Background: an optimization exercise with open tools, aiming at small area. Do not read the settings as production practice. Power and IR drop assume default switching activity.

// TOP_VIEW
module TOP_VIEW#(parameter alu_width =16)
(
  input wire [alu_width-1:0]    A,B,
  input wire                    clk,rst,
  input wire [3:0]              alu_fun,
  output wire                   arith_flag,carry_out,logic_flag,comp_flag,shift_flag,
  output wire [alu_width-1:0]   arith_out,logic_out,comp_out,shift_out
  );
Size in the first run: about 900 cells after synthesis, roughly 110 I/O pins, about 0.0077 mm² of cells after synthesis.
==> module ARITHMATIC_UNIT, before the edit <==
module ARITHMATIC_UNIT #(parameter KH = 15, parameter KL = 0, parameter P_TOP = 0)
(
  input wire [15:0]  A,B,
  input wire         mul, div, add,
  input wire [15-KH:0] r_in,    
  output wire [16-KL:0] r_out,  
  output wire [KH:KL] sel);     
wire [15:0] mb = B & {16{mul}};          
wire [15:0] nbd = ~B & {16{div}};        
wire ma = mul | add;                     
wire [16:0] hz;
assign hz[16] = 1'b1;
genvar k, i;
generate
  for (i = 15; i >= 0; i = i - 1) begin : g_hz
    assign hz[i] = hz[i+1] & ~B[i];
  end
endgenerate
generate
  for (k = KH; k >= KL; k = k - 1) begin : g_stage
    localparam W = 17 - k;
    localparam P = (P_TOP + KH - k) % 2;
    wire [W-1:0] x;        
    wire [W-1:0] r;        
    wire [W-1:0] c;        
    wire lsb = (A[k] & ~mul) ^ P;
    if (k == KH) begin : g_x0
      if (W > 1) begin : g_w
        assign x = {r_in[W-2:0], lsb};
      end else begin : g_w1
        assign x = lsb;
      end
    end else begin : g_x
      assign x = {g_stage[k+1].r[W-2:0], lsb};
    end
    if (k > 0) begin : g_mid
      wire nsel;
      for (i = 0; i < W-1; i = i + 1) begin : g_bit
        if (P == 0) begin : g_p
          ALU_CELL_P U_cell(
            .x(x[i]), .c(i == 0 ? div | (add & B[k]) : c[i-1]),
            .a(A[i]), .mb(mb[k]), .nb(nbd[i]), .sel(sel[k]), .nsel(nsel),
            .co(c[i]), .r(r[i]));
        end else begin : g_n
          ALU_CELL_N U_cell(
            .x(x[i]), .c(i == 0 ? ~(div | (add & B[k])) : c[i-1]),
            .a(A[i]), .mb(mb[k]), .nb(nbd[i]), .sel(sel[k]), .nsel(nsel),
            .co(c[i]), .r(r[i]));
        end
      end
      assign r[W-1] = ~(x[W-1] ^ ((A[W-1] & mb[k]) ^ P[0]) ^ c[W-2]);
      wire dv = div & hz[16-k];
      if (P == 0) begin : g_sp
        ALU_SEL_P U_sel(.c(c[W-2]), .dv(dv), .dv2(dv), .mul(ma), .mul2(ma),
          .sel(sel[k]), .nsel(nsel));
      end else begin : g_sn
        ALU_SEL_N U_sel(.cn(c[W-2]), .dv(dv), .dv2(dv), .mul(ma), .mul2(ma),
          .sel(sel[k]), .nsel(nsel));
      end
    end else begin : g_last
      wire sub = ~mul & ~add;
      wire [15:0] nb0 = ~B & {16{sub}};
      for (i = 0; i < W-1; i = i + 1) begin : g_bit
        ALU_CELL0_N U_cell(
          .x(x[i]), .c(i == 0 ? ~(sub | (add & B[0])) : c[i-1]),
          .a(A[i]), .mb(mb[k]), .nb(nb0[i]),
          .co(c[i]), .s(r[i]));
      end
      assign r[W-1] = x[W-1] ^ (sub ^ P[0]) ^ c[W-2];
      assign sel[0] = c[W-2] ^ P[0];    
    end
  end
endgenerate
assign r_out = g_stage[KL].r;
endmodule
==> module TOP_VIEW, before the edit <==
module TOP_VIEW#(parameter alu_width =16)
(
  input wire [alu_width-1:0]    A,B,
  input wire                    clk,rst,
  input wire [3:0]              alu_fun,
  output wire                   arith_flag,carry_out,logic_flag,comp_flag,shift_flag,
  output wire [alu_width-1:0]   arith_out,logic_out,comp_out,shift_out
  );
localparam KS = 5;
localparam P0 = KS % 2;
wire arith_enable, logic_enable, comp_enable, shift_enable;
DECODER_UNIT U_decoder(
  .alu_fun(alu_fun[3:2]),
  .arith_enable(arith_enable),
  .logic_enable(logic_enable),
  .shift_enable(shift_enable),
  .comp_enable(comp_enable)
  );
wire mul_i = arith_enable & alu_fun[1:0] == 2'b10;
wire div_i = arith_enable & alu_fun[1:0] == 2'b11;
wire add_i = arith_enable & alu_fun[1:0] == 2'b00;
wire [16-KS:0] r_mid;
wire [15:KS]   sel_hi;
ARITHMATIC_UNIT #(.KH(15), .KL(KS), .P_TOP((15-KS)%2)) U_arith_hi(
  .A(A), .B(B),
  .mul(mul_i), .div(div_i), .add(add_i),
  .r_in((15-KS)%2 == 1),
  .r_out(r_mid),
  .sel(sel_hi)
  );
reg [KS-1:0]   a_lo;
reg [15-KS:0]  h_r;        
reg [15:0]     b_r;
reg [16-KS:0]  r_r;        
reg [1:0]      fun_r;
reg            mul_r, div_r;     
reg            arith_en, logic_en, comp_en, shift_en;
always @(posedge clk) begin
  a_lo  <= A[KS-1:0];
  h_r   <= div_i ? sel_hi : A[15:KS];
  b_r   <= B;
  r_r   <= r_mid;
  fun_r <= alu_fun[1:0];
  mul_r <= mul_i;
  div_r <= div_i;
end
always @(posedge clk or negedge rst) begin
  if (!rst) begin
    arith_en <= 1'b0;
    logic_en <= 1'b0;
    comp_en  <= 1'b0;
    shift_en <= 1'b0;
  end else begin
    arith_en <= arith_enable;
    logic_en <= logic_enable;
    comp_en  <= comp_enable;
    shift_en <= shift_enable;
  end
end
assign arith_flag = arith_en;
assign logic_flag = logic_en;
assign comp_flag  = comp_en;
assign shift_flag = shift_en;
wire [15:0] a_r = {h_r, a_lo};
wire div_sel = fun_r == 2'b11;
wire [16:0] sum_p;
wire [16:0] sum = sum_p ^ {17{P0 == 1}};
wire [KS-1:0] sel_lo;
ARITHMATIC_UNIT #(.KH(KS-1), .KL(0), .P_TOP(1)) U_arith_lo(
  .A(a_r), .B(b_r),
  .mul(mul_r),
  .div(div_r),
  .add(arith_en & fun_r == 2'b00),
  .r_in(r_r),
  .r_out(sum_p),
  .sel(sel_lo)
  );
assign arith_out = arith_en ? (div_sel ? {h_r, sel_lo} : sum[15:0]) : 16'b0;
assign carry_out = arith_en & ~div_sel & sum[16];
LOGIC_UNIT U_logic(
  .A(a_r),
  .B(b_r),
  .logic_enable(logic_en),
  .alu_fun(fun_r),
  .logic_out(logic_out)
  );
comparsion_unit #(.P(P0)) U_comp(
  .diff(sum_p),
  .comp_enable(comp_en),
  .alu_fun(fun_r),
  .comp_out(comp_out)
  );
shift_unit U_shift(
  .A(a_r),
  .B(b_r),
  .shift_enable(shift_en),
  .alu_fun(fun_r),
  .shift_out(shift_out)
  );
endmodule
export LEC_CHECK = 0
export CAP_MARGIN = 5
export CORE_MARGIN = 2
export CORE_UTILIZATION = 40
export CTS_BUF_LIST = sky130_fd_sc_hd__clkbuf_8
export SLEW_MARGIN = 5
create_clock -name core_clock -period 36.0 [get_ports {clk}]
standard.sh (not shown) runs the stock make flow with config.mk's settings and CLKGATE_MAP_FILE= SYNTH_SCRIPT=/design/flow/synth_recipe.tcl, a recipe that flattens the netlist after the stock synthesis.
==> flow/flow/run.sh <==
#!/bin/bash
# Layout flow: the standard flow (standard.sh) with these changes.
#  - Synthesis is the standard flow's synthesis script, except that ABC maps the logic
#    with the area-oriented script flow/abc_area.script instead of ORFS's
#    default.  ABC does not touch registers, so they are the same as in the
#    standard synthesis.
#  - The array's cells (modules ALU_CELL*, ALU_SEL*) keep their hierarchy
#    through ABC, so each is mapped on its own; the standard flow's synthesis script
#    flattens the netlist before the layout as usual.
#  - After synthesis, flow/fa_pins.py reconnects full adders whose ripple
#    carry came in at A or B so that it comes in at CIN, the fastest input
#    (a full adder's function is symmetric in its inputs).
#  - Port buffers are sky130_fd_sc_hd__buf_1; the resizer still sizes them
#    up where timing or slew needs it.
#  - After global routing, ORFS's power recovery (RECOVER_POWER) downsizes
#    gates off the critical paths.
# Each tool's output goes to a log file in this folder.
set -euo pipefail
HERE=$(pwd)
FLOWDIR=$HERE/flow

# ORFS's synth.tcl with the abc call replaced
sed 's#^\(\s*\)log_cmd abc {\*}$abc_args$#\1log_cmd abc -script '"$FLOWDIR"'/abc_area.script {*}$lib_args {*}$lib_dont_use_args#' \
  "$FLOW_HOME/scripts/synth.tcl" > "$HERE/synth_area.tcl"
grep -q "abc_area.script {\*}\$lib_args" "$HERE/synth_area.tcl"

# The standard flow's synthesis script, sourcing that copy
sed 's#^source \$::env(SCRIPTS_DIR)/synth.tcl$#source '"$HERE"'/synth_area.tcl#' \
  "$HERE/synth_recipe.tcl" > "$HERE/synth_recipe_area.tcl"
grep -q "synth_area.tcl" "$HERE/synth_recipe_area.tcl"

# standard.sh, using that synthesis script
sed 's#SYNTH_SCRIPT=[^ ]*synth_recipe.tcl#SYNTH_SCRIPT='"$HERE"'/synth_recipe_area.tcl#' \
  "$HERE/standard.sh" > "$HERE/standard_area.sh"
grep -q "synth_recipe_area.tcl" "$HERE/standard_area.sh"

# the modules named ALU_CELL* and ALU_SEL* in the design
export SYNTH_KEEP_MODULES="$(sed -n 's/^\s*module\s\+\(ALU_\(CELL\|SEL\)\w*\).*/\1/p' "$FLOW_DESIGN" | sort -u | tr '\n' ' ')"
echo "SYNTH_KEEP_MODULES=$SYNTH_KEEP_MODULES" > "$HERE/keep_modules.log"
export BUFFER_PORTS_ARGS="-buffer_cell sky130_fd_sc_hd__buf_1"
export RECOVER_POWER=100

RESULTS=$HERE/orfs/results/$FLOW_PLATFORM/TOP_VIEW/base
bash "$HERE/standard_area.sh" "$RESULTS/1_2_yosys.v" > "$HERE/flow_synth.log" 2>&1
python3 "$FLOWDIR/fa_pins.py" "$RESULTS/1_2_yosys.v" > "$HERE/fa_pins.log" 2>&1
bash "$HERE/standard_area.sh" > "$HERE/flow.log" 2>&1
Other scripts of this flow, unchanged in this note and not shown: flow/flow/abc_area.script, flow/flow/fa_pins.py
Then changed:
--- a/flow/design.v
+++ b/flow/design.v
@@ -7,17 +7,16 @@
 assign shift_enable = alu_fun == 2'b11;
 endmodule
 module ARITHMATIC_UNIT #(parameter KH = 15, parameter KL = 0, parameter P_TOP = 0)
 (
   input wire [15:0]  A,B,
-  input wire         mul, div, add,
+  input wire         mul, div, add,    
   input wire [15-KH:0] r_in,    
   output wire [16-KL:0] r_out,  
   output wire [KH:KL] sel);     
 wire [15:0] mb = B & {16{mul}};          
 wire [15:0] nbd = ~B & {16{div}};        
-wire ma = mul | add;                     
 wire [16:0] hz;
 assign hz[16] = 1'b1;
 genvar k, i;
 generate
   for (i = 15; i >= 0; i = i - 1) begin : g_hz
@@ -44,35 +43,35 @@
     if (k > 0) begin : g_mid
       wire nsel;
       for (i = 0; i < W-1; i = i + 1) begin : g_bit
         if (P == 0) begin : g_p
           ALU_CELL_P U_cell(
-            .x(x[i]), .c(i == 0 ? div | (add & B[k]) : c[i-1]),
+            .x(x[i]), .c(i == 0 ? div : c[i-1]),
             .a(A[i]), .mb(mb[k]), .nb(nbd[i]), .sel(sel[k]), .nsel(nsel),
             .co(c[i]), .r(r[i]));
         end else begin : g_n
           ALU_CELL_N U_cell(
-            .x(x[i]), .c(i == 0 ? ~(div | (add & B[k])) : c[i-1]),
+            .x(x[i]), .c(i == 0 ? ~div : c[i-1]),
             .a(A[i]), .mb(mb[k]), .nb(nbd[i]), .sel(sel[k]), .nsel(nsel),
             .co(c[i]), .r(r[i]));
         end
       end
       assign r[W-1] = ~(x[W-1] ^ ((A[W-1] & mb[k]) ^ P[0]) ^ c[W-2]);
       wire dv = div & hz[16-k];
       if (P == 0) begin : g_sp
-        ALU_SEL_P U_sel(.c(c[W-2]), .dv(dv), .dv2(dv), .mul(ma), .mul2(ma),
+        ALU_SEL_P U_sel(.c(c[W-2]), .dv(dv), .dv2(dv), .mul(mul), .mul2(mul),
           .sel(sel[k]), .nsel(nsel));
       end else begin : g_sn
-        ALU_SEL_N U_sel(.cn(c[W-2]), .dv(dv), .dv2(dv), .mul(ma), .mul2(ma),
+        ALU_SEL_N U_sel(.cn(c[W-2]), .dv(dv), .dv2(dv), .mul(mul), .mul2(mul),
           .sel(sel[k]), .nsel(nsel));
       end
     end else begin : g_last
       wire sub = ~mul & ~add;
-      wire [15:0] nb0 = ~B & {16{sub}};
+      wire [15:0] nb0 = (B ^ {16{sub}}) & {16{~mul}};
       for (i = 0; i < W-1; i = i + 1) begin : g_bit
         ALU_CELL0_N U_cell(
-          .x(x[i]), .c(i == 0 ? ~(sub | (add & B[0])) : c[i-1]),
+          .x(x[i]), .c(i == 0 ? ~sub : c[i-1]),
           .a(A[i]), .mb(mb[k]), .nb(nb0[i]),
           .co(c[i]), .s(r[i]));
       end
       assign r[W-1] = x[W-1] ^ (sub ^ P[0]) ^ c[W-2];
       assign sel[0] = c[W-2] ^ P[0];    
@@ -185,20 +184,17 @@
 reg [KS-1:0]   a_lo;
 reg [15-KS:0]  h_r;        
 reg [15:0]     b_r;
 reg [16-KS:0]  r_r;        
 reg [1:0]      fun_r;
-reg            mul_r, div_r;     
 reg            arith_en, logic_en, comp_en, shift_en;
 always @(posedge clk) begin
   a_lo  <= A[KS-1:0];
   h_r   <= div_i ? sel_hi : A[15:KS];
   b_r   <= B;
   r_r   <= r_mid;
   fun_r <= alu_fun[1:0];
-  mul_r <= mul_i;
-  div_r <= div_i;
 end
 always @(posedge clk or negedge rst) begin
   if (!rst) begin
     arith_en <= 1'b0;
     logic_en <= 1'b0;
@@ -220,12 +216,12 @@
 wire [16:0] sum_p;
 wire [16:0] sum = sum_p ^ {17{P0 == 1}};
 wire [KS-1:0] sel_lo;
 ARITHMATIC_UNIT #(.KH(KS-1), .KL(0), .P_TOP(1)) U_arith_lo(
   .A(a_r), .B(b_r),
-  .mul(mul_r),
-  .div(div_r),
+  .mul(arith_en & fun_r == 2'b10),
+  .div(arith_en & div_sel),
   .add(arith_en & fun_r == 2'b00),
   .r_in(r_r),
   .r_out(sum_p),
   .sel(sel_lo)
   );
Result: This time the run completed, yet does not pass: capacitance limit, slew limit; setup slack is better by 0.056 ns; via count decreases by 1.4%; total power decreases by 8.5%; wire length falls by 3.5%; sequential power went down by 3.8%; area after synthesis is lower by 0.82%; first-iteration DRC count fell by about 5.5%; combinational power came out lower by about 10%; global-route usage decreases by 0.99 points; die area shrinks by 0.80%.
Function was not checked in any run of this note: the RTL went through the layout flow alone.

-- what the ideal ports hide --
How much do the figures lean on ideal ports? The routed layouts below were timed once more, with nothing changed but the port constraints. Step 1 assumes that a clkbuf_16 drives the clock port and a buf_2 every other input. Step 2 also shifts input and output timing later by t, the mid clock arrival at the registers, as if the neighbouring blocks saw the same clock. a / b / c = no drivers / after step 1 / after step 2; a / b = the first two.
run	t, ns	setup WS [ns]	worst hold slack (ns)	worst data-port slew with drivers (ns)
the first run	0.347	0.683 / 0.645 / 0.788	6.722 / 6.704 / 7.051	0.04
the second run	0.337	0.739 / 0.710 / 0.903	6.699 / 6.700 / 7.037	0.04
